From an optimization exercise on the open Yosys and OpenROAD flow, aimed at small area, a short achievable clock period and few clock cycles; shortcuts taken in it are not production practice.
The RTL was checked by simulation tests, not by an equivalence proof against the original design.
Power is estimated from default activity; no workload was simulated.

Setup of north:
==> flow/design.v (excerpt) <==
module lampFPU_top (
	clk, rst,
	flush_i, padv_i,
	opcode_i, rndMode_i, op1_i, op2_i,
	result_o, isResultValid_o, isReady_o
);
==> flow/config.mk <==
export PLATFORM = sky130hd
export DESIGN_NAME = lampFPU_top
export DESIGN_NICKNAME = lampFPU_top
export VERILOG_FILES = /design/flow/design.v
export SDC_FILE = /design/flow/constraint.sdc
export NUM_CORES = 4
export LEC_CHECK = 0
export ABC_AREA = 1
export CAP_MARGIN = 20
export CORE_MARGIN = 2
export CORE_UTILIZATION = 40
export SETUP_SLACK_MARGIN = 5
export SLEW_MARGIN = 20
==> flow/constraint.sdc <==
create_clock -name core_clock -period 15.0 [get_ports {clk}]
set_input_delay 3.0000 -clock core_clock [delete_from_list [all_inputs] [get_ports {clk}]]
set_output_delay 3.0000 -clock core_clock [all_outputs]
set_load 0.01 [all_outputs]
standard.sh (not shown) runs the stock make flow with config.mk's settings and CLKGATE_MAP_FILE= SYNTH_SCRIPT=/design/flow/synth_recipe.tcl, a recipe that flattens the netlist after the stock synthesis.
==> flow/flow/run.sh <==
#!/bin/bash
set -euo pipefail
bash standard.sh SETUP_SLACK_MARGIN=6 "BUFFER_PORTS_ARGS=-buffer_cell sky130_fd_sc_hd__buf_2" finish > standard.log 2>&1
Testbench counts of north, summed over its fixed seeds: cycles 20,075.
For south, these inputs were changed with respect to north:
==> flow/flow/run.sh <==
#!/bin/bash
set -euo pipefail
bash standard.sh SETUP_SLACK_MARGIN=6 finish > standard.log 2>&1
[summary]
The portion of the clock cycle consumed by the worst path in the final layout was comparable across north and south.
south against north: critical path depth increased about 6%; wire length reported by the detailed router went up; worst relative slew slack +5.0 points; final critical delay including setup and external delays lower.
On hold path depth: south sits above north.
north has lower setup slack after layout than south.


Another version of the RTL of lampFPU_top (not shown whole).
Size: roughly 4500 cells after synthesis, ~91 I/O pins, roughly 0.026 sq mm of cells after synthesis.
Settings: LEC_CHECK=0, ABC_AREA=1, CAP_MARGIN=20, CORE_MARGIN=2, CORE_UTILIZATION=40, SETUP_SLACK_MARGIN=5, SLEW_MARGIN=20, TNS_END_PERCENT=5; clock period 15.0 ns.
==> flow/flow/run.sh <==
#!/bin/bash
set -euo pipefail
bash standard.sh SETUP_SLACK_MARGIN=6 finish > standard.log 2>&1
Testbench counts at the start, summed over its fixed seeds: cycles 20,075.
Change:
==> flow/run.sh (new file) <==
#!/bin/bash
# synth_recipe.tcl (not shown) runs the flow's synth.tcl, then flattens the netlist and writes it again
# the make line also repeats each setting of config.mk as NAME=value (left out here)
make -C /OpenROAD-flow-scripts/flow DESIGN_CONFIG=/design/flow/config.mk WORK_HOME=/design/flow/orfs CLKGATE_MAP_FILE= SYNTH_SCRIPT=/design/flow/synth_recipe.tcl finish
--- a/flow/config.mk
+++ b/flow/config.mk
@@ -11 +11 @@
-export CORE_UTILIZATION = 40
+export CORE_UTILIZATION = 60
@@ -14 +13,0 @@
-export TNS_END_PERCENT = 5
removed: flow/flow/run.sh
removed: flow/standard.sh
What happened: Clock power stays flat; combinational power drops by about 10%; wire length drops by 6.5%; final cell count drops by 6.1%; final area drops by 4.2%; setup slack gets worse by 0.66 ns.


lampFPU_top with an RTL version that a note above also has.
Size: roughly 4400 cells after synthesis, about 67 flip-flops, roughly 91 I/O pins, about 26000 um2 of cells after synthesis.
==> flow/config.mk <==
export PLATFORM = sky130hd
export DESIGN_NAME = lampFPU_top
export DESIGN_NICKNAME = lampFPU_top
export VERILOG_FILES = /design/flow/design.v
export SDC_FILE = /design/flow/constraint.sdc
export NUM_CORES = 4
export LEC_CHECK = 0
export ABC_AREA = 1
export CAP_MARGIN = 20
export CORE_MARGIN = 2
export CORE_UTILIZATION = 40
export SETUP_SLACK_MARGIN = 5
export SLEW_MARGIN = 20
==> flow/constraint.sdc <==
create_clock -name core_clock -period 15.0 [get_ports {clk}]
set_input_delay 3.0000 -clock core_clock [delete_from_list [all_inputs] [get_ports {clk}]]
set_output_delay 3.0000 -clock core_clock [all_outputs]
set_load 0.01 [all_outputs]
==> flow/flow/run.sh <==
#!/bin/bash
set -euo pipefail
bash standard.sh SETUP_SLACK_MARGIN=5.5 finish > standard.log 2>&1
Testbench counts at the start, summed over its fixed seeds: cycles 20,075.
Edit:
==> flow/flow/run.sh (replaced) <==
#!/bin/bash
set -euo pipefail
bash standard.sh SETUP_SLACK_MARGIN=6.5 "BUFFER_PORTS_ARGS=-buffer_cell sky130_fd_sc_hd__buf_2" finish > standard.log 2>&1
Result:
- synthesized cell count stays the same
- clock-buffer cell count stays the same
- total power rose by 6.2%
- core utilization rose by 1.5 points
- wire length rose by 1.2%


## quartz
lampFPU_top with an RTL version that a note above also has.
Size: about 4500 cells after synthesis, about 91 I/O pins, ~26000 sq um of cells after synthesis.
Settings: LEC_CHECK=0, ABC_AREA=1, CAP_MARGIN=20, CORE_MARGIN=2, CORE_UTILIZATION=40, SETUP_SLACK_MARGIN=0, SLEW_MARGIN=20; clock period 15.0 ns.
run.sh (not shown) runs the stock make flow with config.mk's settings and CLKGATE_MAP_FILE= SYNTH_SCRIPT=/design/flow/synth_recipe.tcl, a recipe that flattens the netlist after the stock synthesis.
Stock flow here: none of the scripts above is used.
In summary, quartz completed successfully, with a layout that passed the timing, DRC and antenna checks.
Testbench counts of quartz, summed over its fixed seeds: cycles 20,075.
Input changes introduced in ember (baseline for comparison: quartz):
-- flow/config.mk --
<<< quartz, line 11
export CORE_UTILIZATION = 40
export SETUP_SLACK_MARGIN = 0
export SLEW_MARGIN = 20
>>> ember, line 11
export CORE_UTILIZATION = 40
export SETUP_SLACK_MARGIN = 5
export SLEW_MARGIN = 20
Findings:
[compare] base=quartz new=ember: met1 routed wirelength after detailed routing saw an increase; number of nets in the final layout picked up an extra about 0.46%.
Going from quartz to ember, the total power of the final layout was found to have gone up by 1.6%.
Changes in juniper relative to ember:
==> flow/flow/run.sh (new file) <==
#!/bin/bash
set -euo pipefail
bash standard.sh SETUP_SLACK_MARGIN=6 finish > standard.log 2>&1
==> flow/standard.sh (new file) <==
#!/bin/bash
# synth_recipe.tcl (not shown) runs the flow's synth.tcl, then flattens the netlist and writes it again
# the make line also repeats each setting of config.mk as NAME=value (left out here)
make -C /OpenROAD-flow-scripts/flow DESIGN_CONFIG=/design/flow/config.mk WORK_HOME=/design/flow/orfs CLKGATE_MAP_FILE= SYNTH_SCRIPT=/design/flow/synth_recipe.tcl "${@:-finish}"
removed: flow/run.sh
### Flow results
- juniper | status: complete | timing, DRC, antenna: pass
- As far as worst hold margin is concerned, juniper and ember perform about the same.
- The fraction of area in clock buffers and inverters was comparable across juniper and ember.
- Diff ember -> juniper | proportion of power drawn by combinational gates | increase of 1.6 points
- Min final routed wire length divided by cell count across juniper and ember: ember
- On juniper: register-to-register slack is 0.65 ns higher than what ember gave.
- Higher slew at the pin closest to its max-slew limit goes to juniper over ember.
- Compared with ember, juniper shows a higher share of the core filled with cells.
- juniper against ember: setup slack picked up an extra 0.62 ns, maximum clock skew at final layout neither gained nor lost much.

[afterwards: timing with drivers on the ports]
In the flow no input, the clock included, has a driving cell. The finished layouts below were timed again as built, in two steps. Step 1: set_driving_cell puts a clkbuf_16 on clk and a buf_2 on each other input, an assumption about the parent block. Step 2 times the ports against the registers' clock, not the clock port: input delays grow and output delays shrink by t, the midpoint of the rising clock arrivals with the driver on. Slacks: no drivers / after step 1 / after step 2; pairs: no drivers / after step 1.
run | t (ns) | setup slack, ns | worst hold slack (ns) | worst register clock-pin slew, ns | cell pins on the clock port's net
north | 0.413 | 6.234 / 6.177 / 5.948 | 0.532 / 0.532 / 0.532 | 0.07 / 0.07 | 1
south | 0.422 | 6.252 / 6.197 / 5.880 | 0.514 / 0.514 / 0.514 | 0.08 / 0.08 | 1
the first run of note 2 | 0.434 | 5.953 / 5.884 / 5.568 | 0.553 / 0.553 / 0.553 | 0.08 / 0.08 | 1
the second run of note 2 | 0.399 | 5.288 / 5.234 / 5.034 | 0.661 / 0.661 / 0.661 | 0.06 / 0.06 | 1
the first run of note 3 | 0.423 | 5.841 / 5.801 / 5.453 | 0.513 / 0.513 / 0.513 | 0.08 / 0.08 | 1
the second run of note 3 | 0.412 | 6.587 / 6.601 / 6.189 | 0.537 / 0.537 / 0.537 | 0.07 / 0.07 | 1
quartz | 0.416 | 4.138 / 4.159 / 3.743 | 0.553 / 0.553 / 0.553 | 0.08 / 0.08 | 1
ember | 0.414 | 5.442 / 5.438 / 5.060 | 0.553 / 0.553 / 0.553 | 0.08 / 0.08 | 1
juniper | 0.431 | 6.060 / 5.990 / 5.691 | 0.553 / 0.553 / 0.553 | 0.08 / 0.08 | 1
After both steps setup and hold are still met in every run listed. The setup slack of the second run of note 3, which loses most, moves by +0.014 ns with the drivers and by -0.398 ns with both steps.
